Source: an optimization exercise on an open RTL-to-GDS flow (aim: small area and a short achievable clock period). Production flows keep margins and buffers that such runs may drop.
Where RTL was checked, it was by simulation tests only, not by an equivalence proof against the original.
For run 7, only the layout was checked, not whether the RTL still works.
Power is estimated from default activity; no workload was simulated.

`design/flow/config.mk`:
```
export PLATFORM = sky130hd
export DESIGN_NAME = main
export DESIGN_NICKNAME = main
export VERILOG_FILES = /design/flow/design.v
export SDC_FILE = /design/flow/constraint.sdc
export NUM_CORES = 4
export LEC_CHECK = 0
export ABC_AREA = 1
export CAP_MARGIN = 20
export CORE_MARGIN = 2
export CORE_UTILIZATION = 40
export CTS_CLUSTER_DIAMETER = 120
export CTS_CLUSTER_SIZE = 24
export SLEW_MARGIN = 20
export TNS_END_PERCENT = 5
```
`design/flow/constraint.sdc`:
```
create_clock -name core_clock -period 10.0 [get_ports {CLK67MHZ}]
set_input_delay 2.0000 -clock core_clock [delete_from_list [all_inputs] [get_ports {CLK67MHZ}]]
set_output_delay 2.0000 -clock core_clock [all_outputs]
set_load 0.01 [all_outputs]
```
`design/flow/design.v`:
```
`timescale 1ns / 1ps
module getOmega(
   input clk,
   input sck,
   input mosi,
   input ssel,
   output reg [39:0] omega,
   output reg chg,
   output wire sr40
);
    reg [2:0] SCKr;
    reg [1:0] SSELr;
    reg [1:0] MOSIr;
    always @(posedge clk) begin
        SCKr  <= {SCKr[1:0], sck};
        SSELr <= {SSELr[0], ssel};
        MOSIr <= {MOSIr[0], mosi};
    end
    wire sck_rise = ~SCKr[2] & SCKr[1];
    wire idle = SSELr[1];
    reg [40:0] sr;
    always @(posedge clk)
        if (sck_rise)
            sr <= {sr[39:0], MOSIr[1]};
    always @(posedge clk) begin
        if (idle)
            omega <= sr[39:0];
        chg <= idle & (sr[39:0] != omega);
    end
    assign sr40 = sr[40];
endmodule
module pfx_add #(parameter W = 8, parameter L = 3, parameter CI_LATE = 1) (a, b, ci, s, co);    
	input [W-1:0] a, b;
	input ci;
	output [W-1:0] s;
	output co;
	wire [W-1:0] p = a ^ b;
	wire [W-1:0] g = a & b;
	wire [(L+1)*W-1:0] gg, pp;
	assign gg[W-1:0] = CI_LATE ? g : {g[W-1:1], g[0] | (p[0] & ci)};
	assign pp[W-1:0] = p;
	genvar l, i;
	generate
		for (l = 0; l < L; l = l + 1) begin : lv
			for (i = 0; i < W; i = i + 1) begin : bt
				if ((i >> l) & 1) begin : join_
					localparam integer J = ((i >> l) << l) - 1;
					assign gg[(l+1)*W+i] = gg[l*W+i] | (pp[l*W+i] & gg[l*W+J]);
					assign pp[(l+1)*W+i] = pp[l*W+i] & pp[l*W+J];
				end else begin : pass_
					assign gg[(l+1)*W+i] = gg[l*W+i];
					assign pp[(l+1)*W+i] = pp[l*W+i];
				end
			end
		end
	endgenerate
	wire [W-1:0] c = CI_LATE ? gg[L*W +: W] | (pp[L*W +: W] & {W{ci}}) : gg[L*W +: W];    
	assign s = p ^ {c[W-2:0], ci};
	assign co = c[W-1];
endmodule
module capped_adder #(parameter RV1 = 0) (f, kl, kp, km, q1, nk, a1, a2, a3, a4, reset, hi, mid, lo, pos, neg);
	input [39:0] f;
	input [15:0] kl;
	input [12:0] kp;
	input [13:0] km;
	input q1, nk, a1, a2, a3, a4;    
	input reset;
	output [9:0] hi;
	output [1:0] mid;
	output [27:0] lo;
	output pos, neg;
	wire [29:0] k;
	assign k[15:0] = ({16{q1}} & kl) | ({16{nk}} & ~kl);
	assign k[29:16] = ({14{a1}} & {1'b0, kp}) | ({14{a4}} & ~{1'b0, kp})
	                | ({14{a2}} & km) | ({14{a3}} & ~km);
	wire [29:0] t;
	wire c30;
	pfx_add #(.W(30), .L(5), .CI_LATE(0)) add(.a(f[29:0]), .b(k), .ci(nk), .s(t), .co(c30));
	assign lo = t[27:0];
	wire [9:0] fh = f[39:30];
	wire up_ok = ~k[29] & (fh == 10'h1ff);
	wire dn_ok = k[29] & (fh == 10'h200);
	wire [9:0] fh_inc = fh + 10'd1;
	wire [9:0] fh_dec = fh - 10'd1;
	wire [9:0] rv = RV1 ? 10'h1ff : 10'h000;
	wire [9:0] h1 = reset ? rv : up_ok ? 10'h1ff : k[29] ? fh : fh_inc;
	wire [9:0] h0 = reset ? rv : dn_ok ? 10'h200 : k[29] ? fh_dec : fh;
	assign hi = ({10{c30}} & h1) | ({10{~c30}} & h0);
	assign mid = (t[29:28] | {2{pos}}) & ~{2{neg}};
	generate
		if (RV1) begin : rv1
			assign pos = (c30 & up_ok) | reset;
			assign neg = ~c30 & dn_ok & ~reset;
		end else begin : rv0
			assign pos = (c30 & up_ok) | reset;
			assign neg = (~c30 & dn_ok) | reset;
		end
	endgenerate
endmodule
module sd2(clk, reset, en, sd_in, bs_out, bs_out_nr);
input clk, reset;
input en;
input [11:0] sd_in;
output bs_out;
output bs_out_nr;                
reg [13:0] sd_reg1;
reg [13:0] sd_diff;              
wire ns = ~sd_reg1[13];
assign bs_out = ns;
wire [12:0] w = {~sd_in[11], sd_in[11:0]};
wire [11:0] dl = {1'b0, sd_reg1[10:0]} + {11'd0, ns};
wire [2:0] dh = sd_reg1[13:11] + {ns, ns, 1'b1} + {2'b00, dl[11]};
wire [13:0] nxd = {dh, dl[10:0]};
wire [13:0] r2 = {sd_reg1[12:0], 1'b1};
wire [13:0] hs = r2 ^ ~sd_diff ^ {1'b0, w};
wire [12:0] hc = (r2[12:0] & ~sd_diff[12:0]) | (r2[12:0] & w) | (~sd_diff[12:0] & w);
wire [13:0] s1;
wire c1_unused;
pfx_add #(.W(14), .L(4), .CI_LATE(0)) add1(.a(hs), .b({hc, ns}), .ci(ns), .s(s1), .co(c1_unused));
wire [13:0] nx1 = {s1[13] ^ ns, s1[12:0]};
wire [13:0] reg1_nx = reset ? 14'd0 : en ? nx1 : sd_reg1;
assign bs_out_nr = ~(en ? nx1[13] : sd_reg1[13]);
always @(posedge clk) begin
	sd_reg1 <= reg1_nx;
	sd_diff <= reset ? 14'd0 : en ? nxd : sd_diff;
end
endmodule
module sd_two_piece #(parameter [39:0] RESETVAL = 40'd0) (clk, reset, en, kl, kp, km, sel, sd_out, sd_out_nr);
input clk, reset;
input en;
input [15:0] kl;
input [12:0] kp;
input [13:0] km;
input [5:0] sel;              
output sd_out;
output sd_out_nr;             
	reg [9:0] hi;
	reg [1:0] mid;
	reg [27:0] lo;
	reg pos, neg;
	wire [9:0] hi_nx;
	wire [1:0] mid_nx;
	wire [27:0] lo_nx;
	wire pos_nx, neg_nx;
	wire [39:0] feedback = {hi, mid, (lo | {28{pos}}) & ~{28{neg}}};
	capped_adder #(.RV1(RESETVAL != 40'd0)) add(feedback, kl, kp, km,
		sel[5], sel[4], sel[3], sel[2], sel[1], sel[0], reset, hi_nx, mid_nx, lo_nx, pos_nx, neg_nx);
	always @(posedge clk) begin
		hi <= hi_nx;
		mid <= mid_nx;
		lo <= lo_nx;
		pos <= pos_nx;
		neg <= neg_nx;
	end
	sd2 sd_one(
	.clk(clk),
	.reset(reset),
	.en(en),
	.sd_in(feedback[39:28]),
	.bs_out(sd_out),
	.bs_out_nr(sd_out_nr));
endmodule
module sigma_delta_twopiece(clk, reset, en, en_nr, en_rst, kl, kp, km, sd_out);
input clk, reset;
input en;
input en_nr, en_rst;    
input [15:0] kl;
input [12:0] kp;
input [13:0] km;
output [1:0] sd_out;
	wire [1:0] nr;    
	function [5:0] selects(input e, input sk, input so);
		selects = {e & sk, e & ~sk, e & sk & so, e & sk & ~so, e & ~sk & so, e & ~sk & ~so};
	endfunction
	reg [5:0] sel0, sel1;
	always @(posedge clk) begin
		sel0 <= reset ? selects(en_rst, 1'b1, 1'b1) : selects(en_nr, nr[1], nr[0]);
		sel1 <= reset ? selects(en_rst, 1'b0, 1'b1) : selects(en_nr, ~nr[0], nr[1]);
	end
	sd_two_piece #(.RESETVAL(40'h7fffffffff))
	piece_0 (
		.clk(clk),
		.reset(reset),
		.en(en),
		.kl(kl), .kp(kp), .km(km),
		.sel(sel0),
		.sd_out(sd_out[0]),
		.sd_out_nr(nr[0]));
	sd_two_piece #(.RESETVAL(40'h0000000000))
	piece_1 (
		.clk(clk),
		.reset(reset),
		.en(en),
		.kl(kl), .kp(kp), .km(km),
		.sel(sel1),
		.sd_out(sd_out[1]),
		.sd_out_nr(nr[1]));
endmodule
`timescale 1ns / 1ps
module clkDivider(
    input inClk,
    input reset,
    input wire [3:0] od_nx,    
    output reg outEn,
    output wire outEn_nx,      
    output wire outEn_nr,      
    output wire outEn_rst      
    );
    reg [10:0] cnt;
    wire [11:0] c;
    assign c[0] = 1'b1;
    genvar j;
    generate
        for (j = 0; j < 11; j = j + 1) begin : inc
            assign c[j+1] = c[j] & cnt[j];
        end
    endgenerate
    wire [10:0] cnt_inc = cnt ^ c[10:0];
    wire [10:0] cnt_nx = reset ? 11'd0 : cnt_inc;
    wire big = (od_nx <= 4'd1) | (od_nx >= 4'd13);
    wire [11:0] t;
    generate
        for (j = 0; j < 11; j = j + 1) begin : th
            assign t[j] = big | (od_nx <= 11 - j);
        end
    endgenerate
    assign t[11] = 1'b0;
    wire [10:0] r = {t[11:2], t[0] & ~t[1]};
    wire [10:0] ok = ~t[10:0] | ~(cnt ^ r);
    assign outEn_nr = &ok;
    assign outEn_rst = ~t[1];
    assign outEn_nx = reset ? outEn_rst : outEn_nr;
    always @(posedge inClk) begin
        cnt <= cnt_nx;
        outEn <= outEn_nx;
    end
endmodule
`timescale 1ns / 1ps
module main(
    input CLK67MHZ,
    input sckPort,
    input mosiPort,
    input sselPort,
    input resetPort,
    output upPort,
    output downPort
    );
    wire clk = CLK67MHZ;
    wire reset = resetPort;
    wire [39:0] data;
    wire        chg;
    wire        sr40;
    getOmega omega(clk, sckPort, mosiPort, sselPort, data, chg, sr40);
    wire [15:0] kl;
    wire [12:0] kp;
    wire [13:0] km;
    wire [3:0]  od, od_nx;
    bitShifter bs(clk, chg, data, sr40, kl, kp, km, od, od_nx);
    wire en, en_nx, en_nr, en_rst;
    clkDivider getClk(clk, reset, od_nx, en, en_nx, en_nr, en_rst);
    wire [1:0] sdOut;
    sigma_delta_twopiece sigma_delta_twopiece(clk, reset, en, en_nr, en_rst, kl, kp, km, sdOut);
    reg d1, up_r, dn_r;
    always @(posedge clk) begin
        d1   <= sdOut[0];
        up_r <= ~(d1 & sdOut[0]);
        dn_r <= ~(d1 | sdOut[0]);
    end
    assign upPort = up_r;
    assign downPort = dn_r;
endmodule
module bitShifter(clk, chg, inval, sr40, kl, kp, km, outdivider, outdivider_nx);
input clk;
input chg;                   
input [39:0] inval;          
input sr40;                  
output reg [15:0] kl;
output reg [12:0] kp;
output reg [13:0] km;
output reg [3:0] outdivider;
output [3:0] outdivider_nx;
reg [39:0] internal_reg;
reg [3:0] countshift;
reg enable, inreg;
wire finished = |internal_reg[39:28];
assign outdivider_nx = finished ? outdivider : countshift;
always @(posedge clk) begin
    if (chg) begin
        enable <= 1'b1;
        inreg <= 1'b1;
        countshift <= 4'd0;
    end else if (enable) begin
        inreg <= 1'b0;
        if (!inreg && finished)
            countshift <= countshift + 4'd1;
    end
    if (inreg | finished)
        internal_reg <= ({40{inreg & ~chg}} & inval)
                      | ({40{inreg & chg}} & {sr40, inval[39:1]})
                      | ({40{~inreg}} & {1'b0, internal_reg[39:1]});
    if (!finished) begin
        kl <= internal_reg[15:0];
        kp <= {1'b0, internal_reg[27:16]} + 13'd1;
        km <= {2'b00, internal_reg[27:16]} - 14'd1;
        outdivider <= countshift;
    end
end
endmodule
```
`design/flow/flow/run.sh`:
```
#!/bin/bash
set -euo pipefail
bash standard.sh SETUP_SLACK_MARGIN=7.0 finish > flow_standard.log 2>&1
```
`design/flow/standard.sh`:
```
#!/bin/bash
# synth_recipe.tcl (not shown) runs the flow's synth.tcl, then flattens the netlist and writes it again
# the make line also repeats each setting of config.mk as NAME=value (left out here)
make -C /OpenROAD-flow-scripts/flow DESIGN_CONFIG=/design/flow/config.mk WORK_HOME=/design/flow/orfs CLKGATE_MAP_FILE= SYNTH_SCRIPT=/design/flow/synth_recipe.tcl "${@:-finish}"
```
==> reports/metrics.cfg, run 1 <==
[grt]
grt_pass1_vias = 12800
grt_overflow = 0
grt_first_pass_wirelength_um = 63100
grt_max_degree = 57
track_usage_pct = 15.7
antenna_found_initial = 0

[timing]
slew_violations = 0
fin_crit_sh_pct = 29.8
tightest_slew_ns = 0.965
min_period_ns = 2.98
setup_viol = 0
setup_tns_ns = 0
relSlewSlack_pct = 35.6
max_freq_ghz = 0.335
rsz0062_at_grt = yes
fin_ws_ns = 7.02
hold_viol = 0
fin_skew_ns = 0.0211

[cells_and_area]
fillers = 4385
syn_to_final_growth_pct = 10.9
final_cell_mix = inv_1 (264), nand2_1 (259), nor2_1 (252)
largest_reg_flops = 41
final_common_cell = inv_1
nNetsFinal = 2259
diodes = 0
drive_gt1_share_pct = 10.1
design_area_um2 = 20800

[synthesis]
netlist.area_leader.share_pct = 26.0
synth_cell_types = 56
synth-edff-count = 162
ys_warn_count = 8
syn_area_um2 = 18700
yosysSeqAreaShare_pct = 45.6
synth_flop_cell = dfxtp_1
yosys.area.top_type = edfxtp_1
syn-instance-count = 2087
avgSynthCellArea_um2 = 8.98
synth_fp_nets = 2240
ys_seq_elements = 346
async_flop_share_pct = 0
synth_area_leaders = edfxtp_1 (26%), dfxtp_1 (20%), ha_1 (6.8%)

[clock_network]
cts.sinks = 346
numCtsBuffers = 18
postCtsHoldBufs = 0
cts_tree = built
cts_max_path_buffers = 3
insertion_delay_ns = 0.56
cts_root_buffer = clkbuf_16
htreeDepth = 1
path_clk_slew_ns = 0.11

[place]
placed_cell_area_um2 = 19400
dp_hpwl_um = 26700
dp_slack_ns = 5.80
port_buffers = 6
place.gp.congestion = 0.858

[floorplan]
ios = 7
start_util_pct = 40.4
die_w_um = 220
fp.dieArea_um2 = 48600
rows = 79
coreArea_um2 = 46400
die-height_um = 220

[pwr]
vdd_drop_max_uv = 151
pwr-share-seq_pct = 57.2
powerDensity_nw_per_um2 = 134
p_sw_uw = 744
p_leak_uw = 0.00891
p_comb_share_pct = 13.5
p_int_uw = 2050
pwr-share-clk_pct = 29.4
switching_share_pct = 26.6

[flow_run]
maxCapViolCount = 0

[worst_setup_path]
critPathMaxStageDelay_ns = 0.68
timing.setup.critical_path_class = register to register
critPathSlowestCell = dfxtp_1
critPathBufInv = 1
critPathCaptureType = register
crit_path_cell_trace = o21ai_0 > o211ai_1 > ha_1 > a21o_1 > a31oi_1 > o21ai_0 > a21oi_1 > o21ai_1 > nand2_2 > buf_12 > nand3_2 > o21ai_0 > a21oi_1
crit_arrival_ns = 3.42
cp.required_ns = 10.43
start_kind = register
crit_fanout = 14
critPathTopFamily = compound AO/OA/AOI/OAI gates
cpMostUsedCell = o21ai_0

[route]
firstDrtPassIters = 5
remaining_drc_errors = 0
wl_um = 38300
dr.first_iter.drc_count = 852
vias = 13500
met3_length_um = 1160
routed.top_layer = met4
wire_per_inst_um = 14.1
drtAntennaViolNets = 0
via_per_inst = 4.97
met1Wirelength_um = 18900
wl_met2_um = 17600

[worst_hold_path]
hp-class = register to register

[outcome]
status = timing/DRC/antenna clean

==> area by class of cell <==
cell class	count	area [um2]	share of cell area, %
Clock buffer	27	484	2.33
Clock inverter	2	46.3	0.223
Inverter	286	1100	5.30
Multi-Input combinational cell	1396	9250	44.5
Sequential cell	346	8580	41.3
Tap cell	607	759	3.66
Timing Repair Buffer	56	539	2.60
Timing Repair inverter	2	15.0	0.0723
==> kinds of logic after synthesis <==
| kind of cell | after synthesis | share of synthesized area (%) |
|---|---|---|
| AO/OA/AOI/OAI | 348 | 10.8 |
| XOR/XNOR | 164 | 7.67 |
| adder cells (fa/ha/maj) | 148 | 11.7 |
| buffers and inverters | 349 | 7.07 |
| flip-flops | 346 | 45.6 |
| multiplexers | 4 | 0.214 |
| AND/OR/NAND/NOR | 728 | 16.9 |
==> routing by layer <==
| metal | GRT usage (%) | up-vias |
|---|---|---|
| met5 | 0 | - |
| met4 | 3.27 | 0 |
| met3 | 1.51 | 38 |
| met2 | 26.1 | 203 |
| met1 | 22.3 | 6338 |
| li1 | - | 6937 |
==> worst register-to-register path: cells and delay by family, from the launching register on <==
| kind | cells | cell delay, ns |
|---|---|---|
| buf+inv | 1 | 0.13 |
| flops | 1 | 0.68 |
| simple gates | 2 | 0.31 |
| compound gates | 9 | 1.45 |
| fa+ha+maj | 1 | 0.29 |
==> power by group through the flow <==
stage / sequential, uW / clock [uW] / combinational, uW
2_1_floorplan: 1610 / 0 / 278
5_1_grt: 1610 / 894 / 429
4_1_cts: 1600 / 847 / 353
3_5_place_dp: 1630 / 0 / 341
3_3_place_gp: 1630 / 0 / 333
6_report: 1600 / 819 / 376
==> synthesized netlist by cell type (all sizes together) (3+ instances only) <==
library cell  instances
o211ai               36
nor4                  6
nand3                89
clkbuf               51
inv                 281
or2                   9
a21oi               108
a22oi                 3
ha                  102
xor2                108
o22ai                11
o21ai               149
o21bai                6
buf                  12
o221ai                8
dfxtp               184
fa                   46
nand2               289
o31ai                 4
a221o                 8
mux2i                 4
a21o                  4
nor2                266
a31oi                 3
nand4                33
edfxtp              162
xnor2                56
nor3                 28
clkinv                5
nand3b                3
==> final timing paths <==
check	startpoint	endpoint	slack, ns	cells after the start
min reg2reg	omega.SSELr[0]	omega.SSELr[1]	0.33	0
max	sigma_delta_twopiece.sel1[0]	sigma_delta_twopiece.piece_1.hi[9]	7.02	13
min	omega.SSELr[0]	omega.SSELr[1]	0.33	0
max reg2reg	sigma_delta_twopiece.sel1[0]	sigma_delta_twopiece.piece_1.hi[9]	7.02	13
==> per-stage QoR <==
step | cells | hold WS [ns] | util [%] | power [uW]
2_1_floorplan | 2087 | 0.310 | - | 1890
3_3_place_gp | 2647 | 0.313 | 41.8 | 1960
3_5_place_dp | 2648 | 0.314 | 41.9 | 1970
4_1_cts | 2700 | 0.332 | 43.9 | 2800
5_1_grt | 2722 | 0.338 | 44.8 | 2930
6_report | 2722 | 0.328 | 44.8 | 2790
==> what timing repair did <==
action                                  CTS  global route
buffers inserted                         20            18
endpoints found under the setup margin   79            78
gates resized for setup                  68            75
cloned                                    3             4
pin swaps                                16            28
==> run 2, diff against run 1 <==
--- a/design/flow/config.mk
+++ b/design/flow/config.mk
@@ -12,4 +12,4 @@
 export CTS_CLUSTER_DIAMETER = 120
 export CTS_CLUSTER_SIZE = 24
 export SLEW_MARGIN = 20
-export TNS_END_PERCENT = 5
+export TNS_END_PERCENT = 50
==> run 2 against run 1 <==
  * Final area is 1.1% higher
  * Wire length up 0.39%
  * First-iteration DRC count shrank 1.4%
==> reports/metrics.cfg, run 2 <==
[synthesis]
yosysMostFrequentCell = inv_1
synth_xor_area_share_pct = 7.67  ; unchanged
yosys.area.top_type = edfxtp_1
synthMuxAreaShare_pct = 0.214  ; unchanged
yosysSeqAreaShare_pct = 45.6  ; unchanged
async_flop_share_pct = 0  ; unchanged
synth_cell_types = 56  ; unchanged
synth_fp_nets = 2240  ; unchanged
synth-edff-count = 162  ; unchanged
synth_common_cells = inv_1 (276), nand2_1 (273), nor2_1 (260)
synthAdderAreaFrac_pct = 11.7  ; unchanged
synth-compound-area-share_pct = 10.8  ; unchanged
synth_top_family_by_area = simple AND/OR/NAND/NOR gates
netlist.area_leader.share_pct = 26.0  ; unchanged
ys_warn_count = 8  ; unchanged
synth_flop_cell = dfxtp_1
avgSynthCellArea_um2 = 8.98  ; unchanged
ys_seq_elements = 346  ; unchanged
syn-instance-count = 2087  ; unchanged
synth_area_leaders = edfxtp_1 (26%), dfxtp_1 (20%), ha_1 (6.8%)
synthSimpleGateAreaFrac_pct = 16.9  ; unchanged
syn_area_um2 = 18700  ; unchanged

[cells_and_area]
nNetsFinal = 2273  ; +0.62%
multiInputGateArea_um2 = 9290  ; +0.49%
drive_gt1_share_pct = 11.9  ; +1.8 points
syn_to_final_growth_pct = 12.1
seqCellArea_um2 = 8590  ; +0.16%
final_cell_mix = inv_1 (263), nand2_1 (258), nor2_1 (250)
design_area_um2 = 21000  ; +1.1%
final_common_cell = inv_1
diodes = 0  ; unchanged
largest_reg_flops = 41  ; unchanged
fillers = 4346  ; -0.89%

[worst_setup_path]
start_kind = input pin
crit_fanout = 52  ; +38
startpoint = resetPort
r2r-end = sigma_delta_twopiece.sel0[5]
reg2reg_depth = 17  ; +4
timing.setup.critical_path_class = input pin to register
crit_arrival_ns = 3.45  ; +0.03 ns
r2r-start = sigma_delta_twopiece.piece_1.mid[1]
ff2ff_setup_slack_ns = 7.03  ; about the same
critPathCaptureType = register
cp.required_ns = 10.44  ; about the same
cp-endpoint = sigma_delta_twopiece.sel0[5]

[floorplan]
die-height_um = 220  ; unchanged
coreArea_um2 = 46400  ; unchanged
fp.dieArea_um2 = 48600  ; unchanged
rows = 79  ; unchanged
start_util_pct = 40.4  ; unchanged
die_w_um = 220  ; unchanged
ios = 7  ; unchanged

[grt]
grt_first_pass_wirelength_um = 64100  ; +1.6%
track_usage_pct = 15.9  ; +0.18 points
grt_max_degree = 57  ; unchanged
grt_overflow = 0  ; unchanged
antenna_found_initial = 0  ; unchanged
grt_pass1_vias = 13000  ; +0.97%

[clock_network]
cts_tree = built
cts.sinks = 346  ; unchanged
numCtsBuffers = 18  ; unchanged
cts_max_path_buffers = 3  ; unchanged
htreeDepth = 1  ; unchanged
path_clk_slew_ns = 0.10  ; about the same
cts_root_buffer = clkbuf_16
insertion_delay_ns = 0.52  ; -0.04 ns

[timing]
min_period_ns = 3.01  ; +0.0266 ns
fin_crit_sh_pct = 30.1  ; +0.27 points
hold_ws_ns = 0.334  ; +0.00607 ns
rsz0062_at_grt = yes
relSlewSlack_pct = 32.3  ; -3.3 points
setup_viol = 0  ; unchanged
max_freq_ghz = 0.332  ; -0.88%
tightest_slew_ns = 1.02  ; +0.0501 ns
setup_tns_ns = 0  ; unchanged
slew_violations = 0  ; unchanged
hold_viol = 0  ; unchanged
fin_skew_ns = 0.0182  ; -0.00290 ns

[route]
via_per_inst = 4.99  ; +0.41%
vias = 13700  ; +1.0%
firstDrtPassIters = 5  ; unchanged
wl_um = 38400  ; +0.39%
wire_per_inst_um = 14.0  ; -0.20%
routed.top_layer = met4
met1Wirelength_um = 18600  ; -1.7%
wl_met2_um = 17900  ; +1.6%
remaining_drc_errors = 0  ; unchanged
met3_length_um = 1470  ; +27%
drtAntennaViolNets = 0  ; unchanged
dr.first_iter.drc_count = 840  ; -1.4%

[place]
placed_cell_area_um2 = 19400  ; about the same
port_buffers = 6  ; unchanged
dp_hpwl_um = 26700  ; +0.12%
place.gp.congestion = 0.858  ; about the same

[worst_hold_path]
hp-class = register to register
holdPathStages = 0  ; unchanged

[outcome]
status = timing/DRC/antenna clean

[pwr]
powerDensity_nw_per_um2 = 134  ; -0.59%
p_leak_uw = 0.00900  ; +1.1%
vdd_drop_max_uv = 140  ; -7.6%

[flow_run]
maxCapViolCount = 0  ; unchanged

run 2: cell counts after synthesis:
Identical to the previous run, type by type.
run 2: power by group:
| group | total [uW] | internal, uW | switching, uW |
|---|---|---|---|
| registers | 1600 | 1550 | 45.4 |
| clock network | 821 | 366 | 455 |
| logic | 388 | 157 | 231 |
run 2: per-layer routing:
metal	up-vias	global-route usage [%]
met3	31	1.66
met4	0	2.46
met5	-	0
met1	6419	22.6
met2	225	26.6
li1	6976	-
run 2: kinds of logic after synthesis:
logic type                 Yosys count
buffers and inverters              349
and+or+nand+nor                    728
DFF                                346
muxes                                4
adders and majority gates          148
xor gates and xnor gates           164
AOI/OAI and AO/OA                  348
run 2: how the worst min path moves through the flow:
| stage | from | endpoint | slack, ns |
|---|---|---|---|
| after global placement | omega.MOSIr[0] | omega.MOSIr[1] | 0.31 |
| after global routing | omega.SSELr[0] | omega.SSELr[1] | 0.34 |
| final | omega.SSELr[0] | omega.SSELr[1] | 0.33 |
| after detailed placement | omega.MOSIr[0] | omega.MOSIr[1] | 0.32 |
| after CTS | omega.MOSIr[0] | omega.MOSIr[1] | 0.34 |
| after floorplan | omega.MOSIr[0] | omega.MOSIr[1] | 0.31 |
run 2: final cells by class:
type / count / share of cell area (%)
Timing Repair inverter: 2 / 0.0596
Multi-Input combinational cell: 1395 / 44.2
Sequential cell: 346 / 40.9
Timing Repair Buffer: 71 / 3.32
Tap cell: 607 / 3.62
Inverter: 286 / 5.28
Clock buffer: 29 / 2.49
Clock inverter: 2 / 0.0774
run 2: critical path: stages:
cell,delay (ns)
buf_2,0.10
buf_4,0.53
o211ai_1,0.42
nand2_4,0.18
nand2_2,0.07
inv_1,0.15
run 2: what timing repair did:
action	in CTS	in global routing
gates resized for setup	82	89
setup buffers	31	21
endpoints found under the setup margin	79	73
gates cloned	3	4
hold buffers	0	0
pin swaps	28	33
run 2: through the flow:
stage	setup slack, ns	cells	util, %	total power [uW]
after floorplan	6.89	2087	-	1890
after global placement	5.99	2647	41.8	1960
after detailed placement	5.93	2648	41.9	1970
after CTS	6.93	2713	44.2	2820
after global routing	6.88	2738	45.3	2960
final	6.99	2738	45.3	2810
==> run 3, diff against run 2 <==
--- a/design/flow/config.mk
+++ b/design/flow/config.mk
@@ -12,4 +12,4 @@
 export CTS_CLUSTER_DIAMETER = 120
 export CTS_CLUSTER_SIZE = 24
 export SLEW_MARGIN = 20
-export TNS_END_PERCENT = 50
+export TNS_END_PERCENT = 30
==> run 3 against run 2 <==
  * Wire length down 0.50%
  * Core utilization is 0.35 points lower
  * Synthesized cell count unchanged
  * Global-route usage barely moved
  * Worst hold slack got worse by 0.0059 ns
  * Final cell count fell by 0.37%
  * Via count down 1.2%
  * Clock power decreased by 0.7%
  * Combinational power fell by 3%
  * Die area is the same
  * Flip-flop and latch count unchanged
  * Highest routed layer unchanged
==> reports/metrics.cfg, run 3 <==
[worst_setup_path]
critPathMaxStageDelay_ns = 0.31  ; -0.22 ns
timing.setup.critical_path_class = register to output pin
crit_path_cell_trace = buf_2
crit_arrival_ns = 0.98  ; -2.47 ns
reg2reg_depth = 19  ; +2
start_kind = register
ff2ff_setup_slack_ns = 7.05  ; +0.02 ns
critPathTopFamily = flip-flops
critPathCaptureType = output pin
critPathBufInv = 1  ; -2
crit_fanout = 1  ; -98%
r2r-start = sigma_delta_twopiece.piece_0.sd_one.sd_diff[1]
critPathSlowestCell = dfxtp_1
cp.required_ns = 8.00  ; -2.44 ns
r2r-end = sigma_delta_twopiece.sel1[1]

[cells_and_area]
nNetsFinal = 2265  ; -0.35%
drive_gt1_share_pct = 10.8  ; -1.1 points
syn_to_final_growth_pct = 11.2
final_cell_mix = inv_1 (262), nand2_1 (258), nor2_1 (252)
largest_reg_flops = 41  ; unchanged
fin_util_pct = 45.0  ; -0.35 points
fillers = 4392  ; +1.1%
diodes = 0  ; unchanged
final_common_cell = inv_1

[grt]
met2_usage_pct = 26.6  ; +0.052 points
antenna_found_initial = 0  ; unchanged
grt_pass1_vias = 12900  ; -0.46%
track_usage_pct = 15.9  ; -0.025 points
grt_use_met1_pct = 22.3  ; -0.32 points
grt_overflow = 0  ; unchanged
grtUsageMet3_pct = 1.48  ; -0.18 points
gr-max-usage-layer = met2
grt_max_degree = 57  ; unchanged
grt_first_pass_wirelength_um = 63600  ; -0.75%

[route]
firstDrtPassIters = 5  ; unchanged
wire_per_inst_um = 14.0  ; -0.14%
vias = 13500  ; -1.2%
via_per_inst = 4.94  ; -0.88%
dr.first_iter.drc_count = 855  ; +1.8%
wl_um = 38300  ; -0.50%
drtAntennaViolNets = 0  ; unchanged
remaining_drc_errors = 0  ; unchanged

[clock_network]
cts.sinks = 346  ; unchanged
numCtsBuffers = 18  ; unchanged
cts_root_buffer = clkbuf_16
htreeDepth = 1  ; unchanged
insertion_delay_ns = 0.56  ; +0.04 ns
path_clk_slew_ns = 0.10  ; about the same
cts_tree = built
cts_max_path_buffers = 3  ; unchanged
postCtsHoldBufs = 0  ; unchanged

[floorplan]
rows = 79  ; unchanged
fp.dieArea_um2 = 48600  ; unchanged
ios = 7  ; unchanged
die_w_um = 220  ; unchanged
start_util_pct = 40.4  ; unchanged
die-height_um = 220  ; unchanged
coreArea_um2 = 46400  ; unchanged

[timing]
setup_viol = 0  ; unchanged
setup_tns_ns = 0  ; unchanged
max_freq_ghz = 0.336  ; +1.1%
min_period_ns = 2.98  ; -0.0340 ns
relSlewSlack_pct = 36.3  ; +4.0 points
slew_violations = 0  ; unchanged
rsz0062_at_grt = yes
fin_ws_ns = 7.02  ; +0.0340 ns
fin_skew_ns = 0.0189  ; +0.000746 ns
tightest_slew_ns = 0.952  ; -0.0638 ns
hold_viol = 0  ; unchanged
fin_crit_sh_pct = 29.8  ; -0.34 points

[flow_run]
maxCapViolCount = 0  ; unchanged

[synthesis]
ys_warn_count = 8  ; unchanged
synth-edff-count = 162  ; unchanged
syn-instance-count = 2087  ; unchanged
yosys.area.top_type = edfxtp_1
avgSynthCellArea_um2 = 8.98  ; unchanged
ys_seq_elements = 346  ; unchanged
syn_area_um2 = 18700  ; unchanged
yosysSeqAreaShare_pct = 45.6  ; unchanged
synth_flop_cell = dfxtp_1
synth_common_cells = inv_1 (276), nand2_1 (273), nor2_1 (260)
synth_cell_types = 56  ; unchanged
synth_fp_nets = 2240  ; unchanged
yosysMostFrequentCell = inv_1
synth_area_leaders = edfxtp_1 (26%), dfxtp_1 (20%), ha_1 (6.8%)
netlist.area_leader.share_pct = 26.0  ; unchanged
async_flop_share_pct = 0  ; unchanged

[place]
place.gp.congestion = 0.858  ; about the same
dp_slack_ns = 5.80  ; -0.135 ns
dp_hpwl_um = 26700  ; -0.12%
port_buffers = 6  ; unchanged

[worst_hold_path]
hp-class = register to register
hp-start = omega.SSELr[0]
holdPathStages = 0  ; unchanged
worst_hold_path.endpoint = omega.SSELr[1]

[pwr]
powerDensity_nw_per_um2 = 134  ; +0.15%
vdd_drop_max_uv = 151  ; +8.2%
totalPowerFinal_uw = 2790  ; -0.62%
p_leak_uw = 0.00895  ; -0.59%

[outcome]
status = timing/DRC/antenna clean

==> run 3: cell counts after synthesis <==
Identical to the previous run, type by type.
==> run 3: metal layers <==
| layer | vias to the layer above | share of wire (%) |
|---|---|---|
| met5 | - | 0 |
| met4 | 0 | 1.3 |
| met3 | 34 | 2.8 |
| met2 | 183 | 46 |
| met1 | 6324 | 49 |
| li1 | 6941 | - |
==> run 3: area by class of cell <==
type | count | area [um2] | share of cell area (%)
inverters | 286 | 1100 | 5.30
repair buffers | 63 | 598 | 2.87
multi-input cells | 1396 | 9260 | 44.4
clock buffers | 27 | 484 | 2.32
repair inverters | 1 | 5.00 | 0.0240
well taps | 607 | 759 | 3.64
clock inverters | 2 | 46.3 | 0.222
flip-flops and latches | 346 | 8590 | 41.2
==> run 3: kinds of logic (layout without fill, tap and decap cells) <==
family | after synthesis | count (layout) | synth area share [%]
simple gates | 728 | 732 | 16.9
buf+inv | 349 | 379 | 7.07
compound gates | 348 | 348 | 10.8
flops | 346 | 346 | 45.6
xor+xnor | 164 | 164 | 7.67
fa+ha+maj | 148 | 148 | 11.7
mux | 4 | 4 | 0.214
==> run 3: worst max path at each step <==
stage               cells after the start                                              end  slack [ns]                                      startpoint
finish                                  1                                           upPort        7.02                                            up_r
global route                           19                     sigma_delta_twopiece.sel1[1]        6.88  sigma_delta_twopiece.piece_0.sd_one.sd_diff[1]
CTS                                    16  sigma_delta_twopiece.piece_0.sd_one.sd_reg1[13]        6.92             sigma_delta_twopiece.piece_0.mid[1]
detailed placement                     18              sigma_delta_twopiece.piece_1.mid[1]        5.80                    sigma_delta_twopiece.sel1[4]
global placement                       18              sigma_delta_twopiece.piece_1.mid[1]        5.89                    sigma_delta_twopiece.sel1[4]
floorplan                              20              sigma_delta_twopiece.piece_1.mid[1]        6.74                sigma_delta_twopiece.piece_1.neg
==> run 3: power breakdown <==
part           total (uW)  internal (uW)  switching [uW]
registers            1600           1550            44.5
clock network         815            348             466
logic                 378            149             229
==> run 3: repair_timing <==
item | in CTS | in global routing
resized for setup | 77 | 76
endpoints found under the hold margin | 0 | 0
buffers inserted | 27 | 18
pin swaps | 21 | 30
gates cloned | 5 | 1
endpoints found under the setup margin | 79 | 72
==> run 3: stage by stage <==
| step | cells | hold WS (ns) | cell area (um2) |
|---|---|---|---|
| finish | 2728 | 0.328 | 20800 |
| global route | 2728 | 0.338 | 20800 |
| CTS | 2709 | 0.332 | 20500 |
| detailed placement | 2648 | 0.314 | 19400 |
| global placement | 2647 | 0.313 | 19400 |
| floorplan | 2087 | 0.310 | 18700 |
==> run 4, diff against run 3 <==
--- a/design/flow/config.mk
+++ b/design/flow/config.mk
@@ -8,8 +8,9 @@
 export ABC_AREA = 1
 export CAP_MARGIN = 20
 export CORE_MARGIN = 2
-export CORE_UTILIZATION = 40
+export CORE_UTILIZATION = 65
 export CTS_CLUSTER_DIAMETER = 120
 export CTS_CLUSTER_SIZE = 24
+export PLACE_DENSITY = 0.8
 export SLEW_MARGIN = 20
 export TNS_END_PERCENT = 30
==> run 4 against run 3 <==
  * Critical endpoint unchanged
  * Global-route usage grew 9.6 points
  * Non-clock buffer count is the same
  * Critical path depth is the same
  * Clock skew grew 0.0049 ns
  * Worst hold slack gained 0.013 ns
  * Sequential power is essentially flat
  * Register-to-register slack lost 0.03 ns
  * Fmax shrank 2.5%
  * Combinational power grew 5%
  * Core utilization grew 27 points
  * Wire length grew 1.2%
==> reports/metrics.cfg, run 4 <==
[synthesis]
synth_fp_nets = 2240  ; unchanged
ys_warn_count = 8  ; unchanged
syn-instance-count = 2087  ; unchanged
synth_common_cells = inv_1 (276), nand2_1 (273), nor2_1 (260)
syn_area_um2 = 18700  ; unchanged
synth_area_leaders = edfxtp_1 (26%), dfxtp_1 (20%), ha_1 (6.8%)
synthMuxAreaShare_pct = 0.214  ; unchanged
synth-compound-area-share_pct = 10.8  ; unchanged
avgSynthCellArea_um2 = 8.98  ; unchanged
synth_flop_cell = dfxtp_1
netlist.area_leader.share_pct = 26.0  ; unchanged
synth_top_family_by_area = simple AND/OR/NAND/NOR gates
async_flop_share_pct = 0  ; unchanged
synthAdderAreaFrac_pct = 11.7  ; unchanged
yosysMostFrequentCell = inv_1
synthSimpleGateAreaFrac_pct = 16.9  ; unchanged
synth_xor_area_share_pct = 7.67  ; unchanged
synth-edff-count = 162  ; unchanged
yosys.area.top_type = edfxtp_1
ys_seq_elements = 346  ; unchanged
yosysSeqAreaShare_pct = 45.6  ; unchanged
synth_cell_types = 56  ; unchanged

[worst_setup_path]
crit_path_cell_trace = clkdlybuf4s15_2
critPathMaxStageDelay_ns = 0.32  ; about the same
timing.setup.critical_path_class = register to output pin
start_kind = register
critPathCaptureType = output pin
cp.required_ns = 8.00  ; about the same
critPathSlowestCell = dfxtp_1
crit_arrival_ns = 1.05  ; +0.07 ns
crit_fanout = 1  ; unchanged
critPathBufInv = 1  ; unchanged
critPathTopFamily = flip-flops

[clock_network]
cts_root_buffer = clkbuf_16
insertion_delay_ns = 0.53  ; -0.03 ns
cts.sinks = 346  ; unchanged
htreeDepth = 1  ; unchanged
cts_max_path_buffers = 3  ; unchanged
cts_tree = built
path_clk_slew_ns = 0.09  ; about the same
numCtsBuffers = 18  ; unchanged
postCtsHoldBufs = 0  ; unchanged

[floorplan]
die-height_um = 174  ; -21%
start_util_pct = 65.6  ; +25 points
fp.dieArea_um2 = 30200  ; -38%
die_w_um = 174  ; -21%
coreArea_um2 = 28500  ; -38%
rows = 62  ; -22%
ios = 7  ; unchanged

[cells_and_area]
design_area_um2 = 20500  ; -1.7%
syn_to_final_growth_pct = 9.33
fillers = 2112  ; -52%
nNetsFinal = 2262  ; -0.13%
drive_gt1_share_pct = 10.6  ; -0.26 points
largest_reg_flops = 41  ; unchanged
final_common_cell = inv_1
final_cell_mix = inv_1 (263), nand2_1 (259), nor2_1 (250)
fin_util_pct = 71.7  ; +27 points
diodes = 0  ; unchanged

[route]
vias = 14100  ; +4.7%
wl_um = 38700  ; +1.2%
firstDrtPassIters = 7  ; +2
via_per_inst = 5.64  ; +14%
wire_per_inst_um = 15.5  ; +10%
dr.first_iter.drc_count = 1307  ; +53%
drtAntennaViolNets = 0  ; unchanged
remaining_drc_errors = 0  ; unchanged

[place]
dp_slack_ns = 5.95  ; +0.152 ns
port_buffers = 6  ; unchanged
place.gp.congestion = 0.906  ; +5.6%
placed_cell_area_um2 = 19100  ; -1.6%
dp_hpwl_um = 26800  ; +0.39%

[outcome]
status = timing/DRC/antenna clean

[timing]
min_period_ns = 3.05  ; +0.0754 ns
setup_viol = 0  ; unchanged
tightest_slew_ns = 0.973  ; +0.0213 ns
fin_ws_ns = 6.95  ; -0.0754 ns
setup_tns_ns = 0  ; unchanged
relSlewSlack_pct = 34.9  ; -1.4 points
rsz0062_at_grt = yes
max_freq_ghz = 0.328  ; -2.5%
fin_crit_sh_pct = 30.5  ; +0.75 points
slew_violations = 0  ; unchanged
hold_viol = 0  ; unchanged
fin_skew_ns = 0.0238  ; +0.00487 ns

[grt]
grt_first_pass_wirelength_um = 64500  ; +1.5%
grt_overflow = 0  ; unchanged
grt_max_degree = 56  ; -1.8%
antenna_found_initial = 0  ; unchanged
grt_pass1_vias = 13600  ; +5.8%
track_usage_pct = 25.5  ; +9.6 points

[worst_hold_path]
hp-class = register to register

[pwr]
p_leak_uw = 0.00889  ; -0.62%
powerDensity_nw_per_um2 = 136  ; +1.6%
vdd_drop_max_uv = 145  ; -4.1%

[flow_run]
maxCapViolCount = 0  ; unchanged

## run 4: cell counts after synthesis
Identical to the previous run, type by type.
## run 4: cells by family after synthesis
logic type      after synthesis
compound gates              348
buf+inv                     349
mux                           4
fa+ha+maj                   148
xor+xnor                    164
simple gates                728
flops                       346
## run 4: layout make-up
type                            instances  area [um2]  area share, %
Tap cell                              384         480           2.35
Timing Repair Buffer                   63         578           2.82
Sequential cell                       346        8580           41.9
Multi-Input combinational cell       1394        9220           45.0
Clock buffer                           26         480           2.35
Inverter                              286        1100           5.39
Clock inverter                          2        32.5          0.159
## run 4: path summary, 6_finish.rpt
check	start	end	slack, ns	cells past startpoint
max	up_r	upPort	6.95	1
min	omega.SSELr[0]	omega.SSELr[1]	0.34	0
max reg2reg	sigma_delta_twopiece.piece_1.pos	sigma_delta_twopiece.piece_1.lo[17]	7.02	16
min reg2reg	omega.SSELr[0]	omega.SSELr[1]	0.34	0
## run 4: report_power, final
group	leakage, uW	internal [uW]	switching [uW]
sequential	0.00310	1550	46.1
combinational	0.00555	159	238
clock	0.000245	344	446
## run 4: per-stage QoR
stage	cells	hold slack, ns	power [uW]
2_1_floorplan	2087	0.310	1890
3_3_place_gp	2424	0.311	1950
3_5_place_dp	2424	0.318	1970
4_1_cts	2473	0.347	2760
5_1_grt	2501	0.356	2900
6_report	2501	0.341	2780
## run 4: what timing repair did
item	in CTS	in global routing
endpoints found under the setup margin	79	74
resized for setup	76	76
gates cloned	2	1
pin swaps	19	30
setup buffers	19	26
## run 4: metal layers
metal  track usage, %  part of all wire (%)  vias up
li1                 -                     -     6922
met1             35.2                    44     6690
met2             42.8                    48      422
met3             3.14                   5.5       81
met4             6.90                   2.3        0
met5                0                     0        -
==> run 5, diff against run 4 <==
--- a/design/flow/config.mk
+++ b/design/flow/config.mk
@@ -8,9 +8,8 @@
 export ABC_AREA = 1
 export CAP_MARGIN = 20
 export CORE_MARGIN = 2
-export CORE_UTILIZATION = 65
-export CTS_CLUSTER_DIAMETER = 120
-export CTS_CLUSTER_SIZE = 24
-export PLACE_DENSITY = 0.8
+export CORE_UTILIZATION = 40
+export CTS_CLUSTER_DIAMETER = 140
+export CTS_CLUSTER_SIZE = 28
 export SLEW_MARGIN = 20
 export TNS_END_PERCENT = 30
==> run 5 against run 4 <==
  * Still clean on timing, DRC and antenna
  * Synthesized cell count unchanged
  * Die area increased by 61%
  * Wire length decreased by 0.49%
  * Non-clock buffer count increased by 4
  * Area after synthesis unchanged
  * Via count decreased by 4.3%
  * Clock power decreased by 2.8%
  * Worst hold slack got worse by 0.0079 ns
  * Critical path type unchanged
  * Largest cell class unchanged
  * Largest power group unchanged
==> reports/metrics.cfg, run 5 <==
[timing]
setup_viol = 0  ; unchanged
min_period_ns = 2.98  ; -0.0732 ns
fin_skew_ns = 0.0163  ; -0.00750 ns
rsz0062_at_grt = yes
slew_violations = 0  ; unchanged
hold_viol = 0  ; unchanged
setup_tns_ns = 0  ; unchanged
fin_crit_sh_pct = 29.8  ; -0.73 points
tightest_slew_ns = 0.971  ; -0.00245 ns
hold_ws_ns = 0.333  ; -0.00787 ns
max_freq_ghz = 0.336  ; +2.5%
fin_ws_ns = 7.02  ; +0.0732 ns
relSlewSlack_pct = 35.2  ; +0.32 points

[worst_setup_path]
crit_arrival_ns = 0.98  ; -0.07 ns
r2r-start = sigma_delta_twopiece.piece_0.sd_one.sd_diff[1]
critPathSlowestCell = dfxtp_2
critPathCaptureType = output pin
critPathTopFamily = flip-flops
cp.required_ns = 8.00  ; about the same
timing.setup.critical_path_class = register to output pin
critPathMaxStageDelay_ns = 0.32  ; about the same
crit_fanout = 1  ; unchanged
crit_path_cell_trace = buf_2
start_kind = register
critPathBufInv = 1  ; unchanged
startpoint = up_r

[floorplan]
rows = 79  ; +27%
fp.dieArea_um2 = 48600  ; +61%
die-height_um = 220  ; +27%
ios = 7  ; unchanged
die_w_um = 220  ; +27%
start_util_pct = 40.4  ; -25 points
coreArea_um2 = 46400  ; +62%

[place]
placed_cell_area_um2 = 19400  ; +1.6%
dp_slack_ns = 5.80  ; -0.152 ns
port_buffers = 6  ; unchanged
dp_hpwl_um = 26700  ; -0.39%
place.gp.congestion = 0.858  ; -5.3%

[clock_network]
insertion_delay_ns = 0.54  ; about the same
cts_max_path_buffers = 3  ; unchanged
htreeDepth = 1  ; unchanged
cts_tree = built
postCtsHoldBufs = 0  ; unchanged
numCtsBuffers = 16  ; -2
cts_root_buffer = clkbuf_16
cts.sinks = 346  ; unchanged
path_clk_slew_ns = 0.11  ; +0.02 ns

[synthesis]
synth_common_cells = inv_1 (276), nand2_1 (273), nor2_1 (260)
ys_warn_count = 8  ; unchanged
yosys.area.top_type = edfxtp_1
synth_cell_types = 56  ; unchanged
yosysMostFrequentCell = inv_1
synth_flop_cell = dfxtp_1
netlist.area_leader.share_pct = 26.0  ; unchanged
avgSynthCellArea_um2 = 8.98  ; unchanged
yosysSeqAreaShare_pct = 45.6  ; unchanged
syn-instance-count = 2087  ; unchanged
syn_area_um2 = 18700  ; unchanged
synth-edff-count = 162  ; unchanged
ys_seq_elements = 346  ; unchanged
synth_area_leaders = edfxtp_1 (26%), dfxtp_1 (20%), ha_1 (6.8%)
async_flop_share_pct = 0  ; unchanged
synth_fp_nets = 2240  ; unchanged

[grt]
track_usage_pct = 15.9  ; -9.6 points
grt_max_degree = 57  ; +1.8%
grt_first_pass_wirelength_um = 63900  ; -1.0%
antenna_found_initial = 0  ; unchanged
grt_overflow = 0  ; unchanged
grt_pass1_vias = 13000  ; -4.8%

[route]
vias = 13500  ; -4.3%
firstDrtPassIters = 5  ; -2
drtAntennaViolNets = 0  ; unchanged
wl_um = 38500  ; -0.49%
wire_per_inst_um = 14.1  ; -8.7%
remaining_drc_errors = 0  ; unchanged
via_per_inst = 4.95  ; -12%
dr.first_iter.drc_count = 763  ; -42%

[pwr]
p_leak_uw = 0.00892  ; +0.23%
vdd_drop_max_uv = 129  ; -11%
powerDensity_nw_per_um2 = 132  ; -3.0%

[outcome]
status = timing/DRC/antenna clean

[worst_hold_path]
hp-class = register to register
hp-start = omega.MOSIr[0]

[cells_and_area]
final_common_cell = inv_1
fillers = 4379  ; +110%
syn_to_final_growth_pct = 11.2
largest_reg_flops = 41  ; unchanged
drive_gt1_share_pct = 11.0  ; +0.46 points
final_cell_mix = inv_1 (263), nand2_1 (259), nor2_1 (249)
nNetsFinal = 2266  ; +0.18%
diodes = 0  ; unchanged
design_area_um2 = 20800  ; +1.7%

[flow_run]
maxCapViolCount = 0  ; unchanged

-- run 5: cell types whose count changed in the layout (fill, tap and decap cells not counted), moves of 3 or more --
cell	delta
clkbuf_16	-3
inv_4	-5
nand3_2	+3
nor3_1	-4
nor3_2	+4
o21ai_1	+3
o21ai_2	-3
-- run 5: cell type report --
| type | count | area (um2) | area share [%] |
|---|---|---|---|
| repair inverters | 2 | 10.0 | 0.0480 |
| inverters | 286 | 1100 | 5.29 |
| well taps | 607 | 759 | 3.65 |
| clock buffers | 23 | 427 | 2.05 |
| clock inverters | 2 | 36.3 | 0.174 |
| multi-input cells | 1394 | 9260 | 44.4 |
| repair buffers | 67 | 654 | 3.14 |
| flip-flops and latches | 346 | 8590 | 41.2 |
-- run 5: worst reg2reg max path: stages (launching register included) --
cell,delay [ns]
dfxtp_2,0.34
inv_2,0.04
fa_1,0.55
inv_2,0.04
fa_2,0.36
nand3b_1,0.17
nand2_1,0.08
inv_2,0.05
o21ai_4,0.17
inv_2,0.06
o21ai_4,0.18
nand3_2,0.12
nand3_2,0.07
nand3_2,0.09
xor2_2,0.18
buf_6,0.15
inv_2,0.13
nor2_1,0.07
-- run 5: worst paths after layout --
check,end,slack (ns),cells past startpoint
worst min-delay path,omega.MOSIr[1],0.33,0
worst max-delay path,upPort,7.02,1
worst max register to register,sigma_delta_twopiece.sel0[0],7.04,17
worst min register to register,omega.MOSIr[1],0.33,0
-- run 5: report_power, final --
group	leakage (uW)	switching, uW	internal, uW
registers	0.00311	45.0	1550
clock network	0.000222	457	310
logic	0.00559	230	152
total	0.00892	732	2010
-- run 5: layer usage --
metal / global-route usage [%] / wire, um / up-vias / part of all wire [%]
met2: 26.8 / 17800 / 224 / 46
met3: 1.57 / 1320 / 30 / 3.4
met5: 0 / 0 / - / 0
met4: 2.98 / 445 / 0 / 1.2
li1: - / - / 6930 / -
met1: 22.4 / 19000 / 6318 / 49
-- run 5: cell families (layout without fill, tap and decap cells) --
group	Yosys count	after routing	synth area share (%)
compound gates	348	348	10.8
xor+xnor	164	164	7.67
fa+ha+maj	148	148	11.7
buf+inv	349	380	7.07
flops	346	346	45.6
mux	4	4	0.214
simple gates	728	730	16.9
-- run 5: timing repair --
item | in CTS | in global routing
endpoints found under the setup margin | 79 | 74
buffers inserted | 29 | 19
pin swaps | 22 | 33
gates cloned | 4 | 2
gates resized for setup | 77 | 84
-- run 5: stage by stage --
| stage | power [uW] | utilization [%] | std cells |
|---|---|---|---|
| floorplan | 1890 | - | 2087 |
| global placement | 1960 | 41.8 | 2647 |
| detailed placement | 1970 | 41.9 | 2648 |
| CTS | 2760 | 44.1 | 2706 |
| global route | 2890 | 44.9 | 2727 |
| finish | 2750 | 44.9 | 2727 |
==> run 6, diff against run 5 <==
--- a/design/flow/design.v
+++ b/design/flow/design.v
@@ -104,7 +104,7 @@
 output bs_out;
 output bs_out_nr;                
 reg [13:0] sd_reg1;
-reg [13:0] sd_diff;              
+reg [13:0] sd_diffn;             
 wire ns = ~sd_reg1[13];
 assign bs_out = ns;
 wire [12:0] w = {~sd_in[11], sd_in[11:0]};
@@ -112,8 +112,8 @@
 wire [2:0] dh = sd_reg1[13:11] + {ns, ns, 1'b1} + {2'b00, dl[11]};
 wire [13:0] nxd = {dh, dl[10:0]};
 wire [13:0] r2 = {sd_reg1[12:0], 1'b1};
-wire [13:0] hs = r2 ^ ~sd_diff ^ {1'b0, w};
-wire [12:0] hc = (r2[12:0] & ~sd_diff[12:0]) | (r2[12:0] & w) | (~sd_diff[12:0] & w);
+wire [13:0] hs = r2 ^ sd_diffn ^ {1'b0, w};
+wire [12:0] hc = (r2[12:0] & sd_diffn[12:0]) | (r2[12:0] & w) | (sd_diffn[12:0] & w);
 wire [13:0] s1;
 wire c1_unused;
 pfx_add #(.W(14), .L(4), .CI_LATE(0)) add1(.a(hs), .b({hc, ns}), .ci(ns), .s(s1), .co(c1_unused));
@@ -122,7 +122,7 @@
 assign bs_out_nr = ~(en ? nx1[13] : sd_reg1[13]);
 always @(posedge clk) begin
 	sd_reg1 <= reg1_nx;
-	sd_diff <= reset ? 14'd0 : en ? nxd : sd_diff;
+	sd_diffn <= reset ? 14'h3fff : en ? ~nxd : sd_diffn;
 end
 endmodule
 module sd_two_piece #(parameter [39:0] RESETVAL = 40'd0) (clk, reset, en, kl, kp, km, sel, sd_out, sd_out_nr);
--- a/design/flow/config.mk
+++ b/design/flow/config.mk
@@ -9,7 +9,7 @@
 export CAP_MARGIN = 20
 export CORE_MARGIN = 2
 export CORE_UTILIZATION = 40
-export CTS_CLUSTER_DIAMETER = 140
-export CTS_CLUSTER_SIZE = 28
+export CTS_CLUSTER_DIAMETER = 120
+export CTS_CLUSTER_SIZE = 24
 export SLEW_MARGIN = 20
 export TNS_END_PERCENT = 30
==> run 6 against run 5 <==
  * Still clean on timing, DRC and antenna
  * Power grew 1.6%
  * Flip-flop and latch count is the same
  * Setup slack gained 0.0055 ns
  * Sequential share of layout area grew 0.25 points
  * Clock skew grew 0.0033 ns
  * First-iteration DRC count grew 24%
  * Critical endpoint is now sigma_delta_twopiece.piece_0.hi[4]
==> reports/metrics.cfg, run 6 <==
[outcome]
status = timing/DRC/antenna clean

[synthesis]
synth_flop_cell = dfxtp_1
async_flop_share_pct = 0  ; unchanged
synth_area_leaders = edfxtp_1 (26%), dfxtp_1 (20%), nand2_1 (6.9%)
ys_seq_elements = 346  ; unchanged
synth_top_family_by_area = simple AND/OR/NAND/NOR gates
synth-compound-area-share_pct = 11.4  ; +0.62 points
yosys.area.top_type = edfxtp_1
syn_area_um2 = 18600  ; -0.63%
synthSimpleGateAreaFrac_pct = 18.1  ; +1.1 points
synthMuxAreaShare_pct = 0.108  ; -0.11 points
avgSynthCellArea_um2 = 8.95  ; -0.35%
netlist.area_leader.share_pct = 26.1  ; +0.17 points
synth_cell_types = 51  ; -8.9%
synth_common_cells = nand2_1 (343), inv_1 (232), nor2_1 (229)
yosysMostFrequentCell = nand2_1
synth_xor_area_share_pct = 6.63  ; -1.0 points
yosysSeqAreaShare_pct = 45.9  ; +0.29 points
synthAdderAreaFrac_pct = 11.8  ; +0.075 points
syn-instance-count = 2081  ; -0.29%
synth-edff-count = 162  ; unchanged
ys_warn_count = 8  ; unchanged
synth_fp_nets = 2234  ; -0.27%

[worst_setup_path]
crit_fanout = 5  ; +4
start_kind = register
r2r-start = bs.kl[0]
critPathCaptureType = register
cpMostUsedCell = nand3_2
crit_path_cell_trace = nand2_1 > o21ai_2 > fa_2 > fa_2 > nand3_2 > nand2_2 > nand2_2 > nand2_4 > nand3_2 > nand2_2 > a21oi_4 > o21ai_4 > nand3_2 > nand2_4 > clkinv_4 > nor2_4 > nor2_4 > clkbuf_16 > nand3_2
ff2ff_setup_slack_ns = 7.03  ; about the same
critPathBufInv = 2  ; +1
critPathSlowestCell = edfxtp_1
reg2reg_depth = 19  ; +2
critPathMaxStageDelay_ns = 0.48  ; +0.16 ns
cp.required_ns = 10.43  ; +2.43 ns
crit_arrival_ns = 3.40  ; +2.42 ns
startpoint = bs.kl[0]
critPathTopFamily = simple AND/OR/NAND/NOR gates
timing.setup.critical_path_class = register to register
r2r-end = sigma_delta_twopiece.piece_0.hi[4]

[clock_network]
cts.sinks = 346  ; unchanged
insertion_delay_ns = 0.54  ; about the same
cts_max_path_buffers = 3  ; unchanged
cts_root_buffer = clkbuf_16
cts_tree = built
htreeDepth = 1  ; unchanged
numCtsBuffers = 18  ; +2
path_clk_slew_ns = 0.10  ; about the same

[worst_hold_path]
worst_hold_path.endpoint = omega.MOSIr[1]
hp-class = register to register
hp-start = omega.MOSIr[0]
holdPathStages = 0  ; unchanged

[place]
port_buffers = 6  ; unchanged
dp.cells = 2642  ; -0.23%
dp_hpwl_um = 26800  ; +0.54%
place.gp.congestion = 0.840  ; -2.1%
placed_cell_area_um2 = 19300  ; -0.61%

[timing]
max_freq_ghz = 0.336  ; +0.19%
fin_skew_ns = 0.0196  ; +0.00327 ns
fin_crit_sh_pct = 29.7  ; -0.055 points
min_period_ns = 2.97  ; -0.00552 ns
setup_viol = 0  ; unchanged
relSlewSlack_pct = 33.6  ; -1.6 points
hold_viol = 0  ; unchanged
tightest_slew_ns = 0.996  ; +0.0250 ns
slew_violations = 0  ; unchanged
rsz0062_at_grt = yes
setup_tns_ns = 0  ; unchanged

[route]
via_per_inst = 5.00  ; +1.0%
vias = 13600  ; +0.53%
remaining_drc_errors = 0  ; unchanged
wl_um = 38200  ; -0.69%
wire_per_inst_um = 14.1  ; -0.18%
drtAntennaViolNets = 0  ; unchanged
dr.first_iter.drc_count = 948  ; +24%
firstDrtPassIters = 6  ; +1

[flow_run]
maxCapViolCount = 0  ; unchanged

[cells_and_area]
fin_util_pct = 44.7  ; -0.25 points
nNetsFinal = 2250  ; -0.71%
final_cell_mix = nand2_1 (326), inv_1 (218), nor2_1 (218)
largest_reg_flops = 41  ; unchanged
syn_to_final_growth_pct = 11.0
diodes = 0  ; unchanged
final_common_cell = nand2_1
final-instance-count-excl-fill = 2713  ; -0.51%
design_area_um2 = 20700  ; -0.77%
drive_gt1_share_pct = 10.9  ; -0.16 points

[grt]
grt_first_pass_wirelength_um = 63900  ; about the same
grt_overflow = 0  ; unchanged
grt_pass1_vias = 13100  ; +1.2%
antenna_found_initial = 0  ; unchanged
grt_max_degree = 53  ; -7.0%
track_usage_pct = 16.0  ; +0.085 points

[pwr]
p_leak_uw = 0.00863  ; -3.2%
powerDensity_nw_per_um2 = 135  ; +2.4%
vdd_drop_max_uv = 145  ; +13%

[floorplan]
coreArea_um2 = 46300  ; -0.21%
start_util_pct = 40.2  ; -0.17 points
die_w_um = 220  ; -0.31%
ios = 7  ; unchanged
fp.dieArea_um2 = 48300  ; -0.63%
rows = 79  ; unchanged
die-height_um = 220  ; -0.31%

[run 6: worst max path at each step]
stage,endpoint,slack [ns],depth (start not counted)
6_report,sigma_delta_twopiece.piece_0.hi[4],7.03,19
5_1_grt,sigma_delta_twopiece.piece_0.hi[7],6.86,19
4_1_cts,sigma_delta_twopiece.sel0[5],6.92,17
3_5_place_dp,sigma_delta_twopiece.piece_1.hi[3],6.41,17
3_3_place_gp,sigma_delta_twopiece.piece_1.hi[0],6.50,17
2_1_floorplan,sigma_delta_twopiece.piece_1.lo[27],6.79,16
[run 6: cell type report]
cell class              instances  area [um2]
fillers                      4430       25600
multi-input cells            1435        9320
flip-flops and latches        346        8570
inverters                     237         921
well taps                     607         759
repair buffers                 58         562
clock buffers                  27         494
clock inverters                 2        32.5
repair inverters                1        5.00
[run 6: what timing repair did]
action | in CTS | in global routing
setup endpoints to repair | 73 | 102
hold buffers | 0 | 0
cloned | 1 | 3
gates resized for setup | 68 | 91
buffers inserted | 13 | 25
pin swaps | 12 | 36
[run 6: worst register-to-register path, stage by stage (launching register included)]
cell	delay [ns]
edfxtp_1	0.48
nand2_1	0.13
o21ai_2	0.07
fa_2	0.38
fa_2	0.42
nand3_2	0.08
nand2_2	0.06
nand2_2	0.10
nand2_4	0.06
nand3_2	0.07
nand2_2	0.08
a21oi_4	0.17
o21ai_4	0.10
nand3_2	0.12
nand2_4	0.08
clkinv_4	0.08
nor2_4	0.04
nor2_4	0.14
clkbuf_16	0.17
nand3_2	0.05
[run 6: per-layer routing]
metal  share of wire (%)  GRT usage [%]  vias to the layer above
met3                 3.1           1.73                       41
li1                    -              -                     6972
met5                   0              0                        -
met1                  47           21.6                     6395
met4                 1.7           3.36                        0
met2                  48           27.7                      165
[run 6: metrics by stage]
stage	total power, uW	worst slack [ns]	hold WS [ns]
2_1_floorplan	1890	6.79	0.310
3_3_place_gp	1960	6.50	0.313
3_5_place_dp	1970	6.41	0.314
4_1_cts	2800	6.92	0.335
5_1_grt	2940	6.86	0.346
6_report	2790	7.03	0.330
[run 6: logic make-up (layout without fill, tap and decap cells)]
kind of cell               Yosys count  count (layout)
and+or+nand+nor                    777             778
AOI/OAI and AO/OA                  366             366
DFF                                346             346
buffers and inverters              301             325
adders and majority gates          148             148
xor gates and xnor gates           141             141
muxes                                2               2
[run 6: power breakdown]
group          switching, uW  internal (uW)  leakage [uW]
registers               51.2           1550       0.00310
logic                    218            153       0.00528
clock network            464            351      0.000252
==> run 7, diff against run 6 <==
--- a/design/flow/design.v
+++ b/design/flow/design.v
@@ -104,16 +104,23 @@
 output bs_out;
 output bs_out_nr;                
 reg [13:0] sd_reg1;
-reg [13:0] sd_diffn;             
+reg [13:0] sd_diff;              
 wire ns = ~sd_reg1[13];
 assign bs_out = ns;
 wire [12:0] w = {~sd_in[11], sd_in[11:0]};
-wire [11:0] dl = {1'b0, sd_reg1[10:0]} + {11'd0, ns};
-wire [2:0] dh = sd_reg1[13:11] + {ns, ns, 1'b1} + {2'b00, dl[11]};
-wire [13:0] nxd = {dh, dl[10:0]};
+wire [11:0] dc;
+assign dc[0] = ns;
+genvar j;
+generate
+	for (j = 0; j < 11; j = j + 1) begin : dinc
+		assign dc[j+1] = dc[j] & sd_reg1[j];
+	end
+endgenerate
+wire [2:0] dh = sd_reg1[13:11] + {ns, ns, 1'b1} + {2'b00, dc[11]};
+wire [13:0] nxd = {dh, sd_reg1[10:0] ^ dc[10:0]};
 wire [13:0] r2 = {sd_reg1[12:0], 1'b1};
-wire [13:0] hs = r2 ^ sd_diffn ^ {1'b0, w};
-wire [12:0] hc = (r2[12:0] & sd_diffn[12:0]) | (r2[12:0] & w) | (sd_diffn[12:0] & w);
+wire [13:0] hs = r2 ^ ~sd_diff ^ {1'b0, w};
+wire [12:0] hc = (r2[12:0] & ~sd_diff[12:0]) | (r2[12:0] & w) | (~sd_diff[12:0] & w);
 wire [13:0] s1;
 wire c1_unused;
 pfx_add #(.W(14), .L(4), .CI_LATE(0)) add1(.a(hs), .b({hc, ns}), .ci(ns), .s(s1), .co(c1_unused));
@@ -122,7 +129,7 @@
 assign bs_out_nr = ~(en ? nx1[13] : sd_reg1[13]);
 always @(posedge clk) begin
 	sd_reg1 <= reg1_nx;
-	sd_diffn <= reset ? 14'h3fff : en ? ~nxd : sd_diffn;
+	sd_diff <= reset ? 14'd0 : en ? nxd : sd_diff;
 end
 endmodule
 module sd_two_piece #(parameter [39:0] RESETVAL = 40'd0) (clk, reset, en, kl, kp, km, sel, sd_out, sd_out_nr);
--- a/design/flow/config.mk
+++ b/design/flow/config.mk
@@ -12,4 +12,4 @@
 export CTS_CLUSTER_DIAMETER = 120
 export CTS_CLUSTER_SIZE = 24
 export SLEW_MARGIN = 20
-export TNS_END_PERCENT = 30
+export TNS_END_PERCENT = 5
==> run 7 against run 6 <==
  * Global-route usage increased by 0.069 points
  * Area after synthesis increased by 0.81%
  * Final area up 2.2%
  * Register-to-register slack hardly changed
  * Synthesized cell count rose by 0.62%
  * Core utilization rose by 0.79 points
  * Critical endpoint is now sigma_delta_twopiece.piece_1.sd_one.sd_diff[12]
  * Flip-flop and latch count did not move
  * Power grew 22%
  * Clock-buffer cell count fell by 2
  * Clock power is 2% higher
  * Setup slack worse by 0.0093 ns
==> reports/metrics.cfg, run 7 <==
[floorplan]
start_util_pct = 40.4  ; +0.15 points
ios = 7  ; unchanged

[worst_setup_path]
ff2ff_setup_slack_ns = 7.02  ; about the same
critPathMaxStageDelay_ns = 0.43  ; -0.05 ns
reg2reg_depth = 16  ; -3
critPathCaptureType = register
crit_arrival_ns = 3.46  ; +0.06 ns
crit_fanout = 2  ; -3
cpMostUsedCell = ha_4
crit_path_cell_trace = inv_2 > ha_2 > ha_4 > ha_4 > ha_4 > ha_4 > ha_2 > ha_2 > ha_4 > ha_4 > ha_4 > ha_2 > inv_2 > ha_4 > fa_1 > a21oi_2

[clock_network]
cts_tree = built
numCtsBuffers = 18  ; unchanged
cts_root_buffer = clkbuf_16
insertion_delay_ns = 0.54  ; about the same

[timing]
fin_skew_ns = 0.0240  ; +0.00438 ns
relSlewSlack_pct = 35.2  ; +1.6 points
hold_ws_ns = 0.333  ; +0.00298 ns
setup_tns_ns = 0  ; unchanged

[route]
via_per_inst = 5.03  ; +0.59%
drtAntennaViolNets = 0  ; unchanged
firstDrtPassIters = 5  ; -1
vias = 13700  ; +1.0%

[synthesis]
yosys.area.top_type = edfxtp_1
ys_warn_count = 8  ; unchanged
yosysMostFrequentCell = nand2_1
synth_area_leaders = edfxtp_1 (26%), dfxtp_1 (20%), ha_1 (8.0%)

[grt]
track_usage_pct = 16.1  ; +0.069 points
antenna_found_initial = 0  ; unchanged

[outcome]
status = timing/DRC/antenna clean

[place]
dp_slack_ns = 5.92  ; -0.485 ns
port_buffers = 6  ; unchanged

[flow_run]
maxCapViolCount = 0  ; unchanged

[cells_and_area]
largest_reg_flops = 41  ; unchanged

[pwr]
p_leak_uw = 0.00908  ; +5.2%

[run 7: changes by cell type in the layout (fill, tap and decap cells not counted), sizes merged, moves of 5 or more]
cell	before	now
a221o	0	8
nor2	243	269
a22oi	8	3
o22ai	1	13
nor4	15	8
o211ai	37	30
o2111ai	8	2
inv	232	275
ha	102	120
a21oi	130	110
nand2	363	308
[run 7: what timing repair did]
item                                    CTS  global route
endpoints found under the setup margin  117            98
gates resized for setup                 114            98
endpoints found under the hold margin     0             0
pin swaps                                16            26
cloned                                    2             4
setup buffers                            20            17
[run 7: worst max-delay path: cells and delay by family, from the launching register on]
| kind | cells | cell delay (ns) |
|---|---|---|
| adders and majority gates | 13 | 2.34 |
| DFF | 1 | 0.37 |
| AOI/OAI and AO/OA | 1 | 0.14 |
| buffers and inverters | 2 | 0.10 |
[run 7: final cells by class]
type | instances | area, um2 | share of cell area (%)
multi-input cells | 1399 | 9520 | 45.0
flip-flops and latches | 346 | 8590 | 40.7
inverters | 284 | 1110 | 5.24
well taps | 607 | 759 | 3.60
repair buffers | 59 | 614 | 2.91
clock buffers | 25 | 477 | 2.26
clock inverters | 3 | 57.6 | 0.272
repair inverters | 1 | 5.00 | 0.0237
[run 7: worst paths after layout]
path                                                         from                                              end
setup / recovery  sigma_delta_twopiece.piece_1.sd_one.sd_reg1[13]  sigma_delta_twopiece.piece_1.sd_one.sd_diff[12]
hold / removal                                     omega.SSELr[0]                                   omega.SSELr[1]
setup reg to reg  sigma_delta_twopiece.piece_1.sd_one.sd_reg1[13]  sigma_delta_twopiece.piece_1.sd_one.sd_diff[12]
hold reg to reg                                    omega.SSELr[0]                                   omega.SSELr[1]
[run 7: logic make-up after synthesis]
group           synth area share (%)
mux                            0.160
simple gates                    17.0
fa+ha+maj                       12.9
xor+xnor                        6.35
buf+inv                         7.06
compound gates                  11.0
flops                           45.5
[run 7: per-layer routing]
layer	wire length (um)	vias to the layer above	global-route usage, %
li1	-	6947	-
met4	669	0	3.36
met3	1460	36	1.73
met1	19100	6503	22.0
met2	18800	223	27.5
met5	0	-	0
[run 7: where the power goes]
group / switching [uW] / total (uW) / internal [uW]
registers: 67.0 / 1650 / 1580
clock network: 465 / 832 / 368
logic: 557 / 923 / 367
[run 7: metrics by stage]
step / power (uW) / area [um2] / util (%)
final: 3400 / 21100 / 45.5
after global routing: 3630 / 21100 / 45.5
after CTS: 3420 / 20600 / 44.2
after detailed placement: 2520 / 19400 / 41.8
after global placement: 2500 / 19400 / 41.8
after floorplan: 2340 / 18800 / -

Check on run 7: ideal ports give 7.018 ns setup slack; a clkbuf_16 on the clock port and buf_2 on the inputs give 6.977 ns; moving port delays by the midpoint clock arrival (0.581 ns) as well gives 6.567 ns.
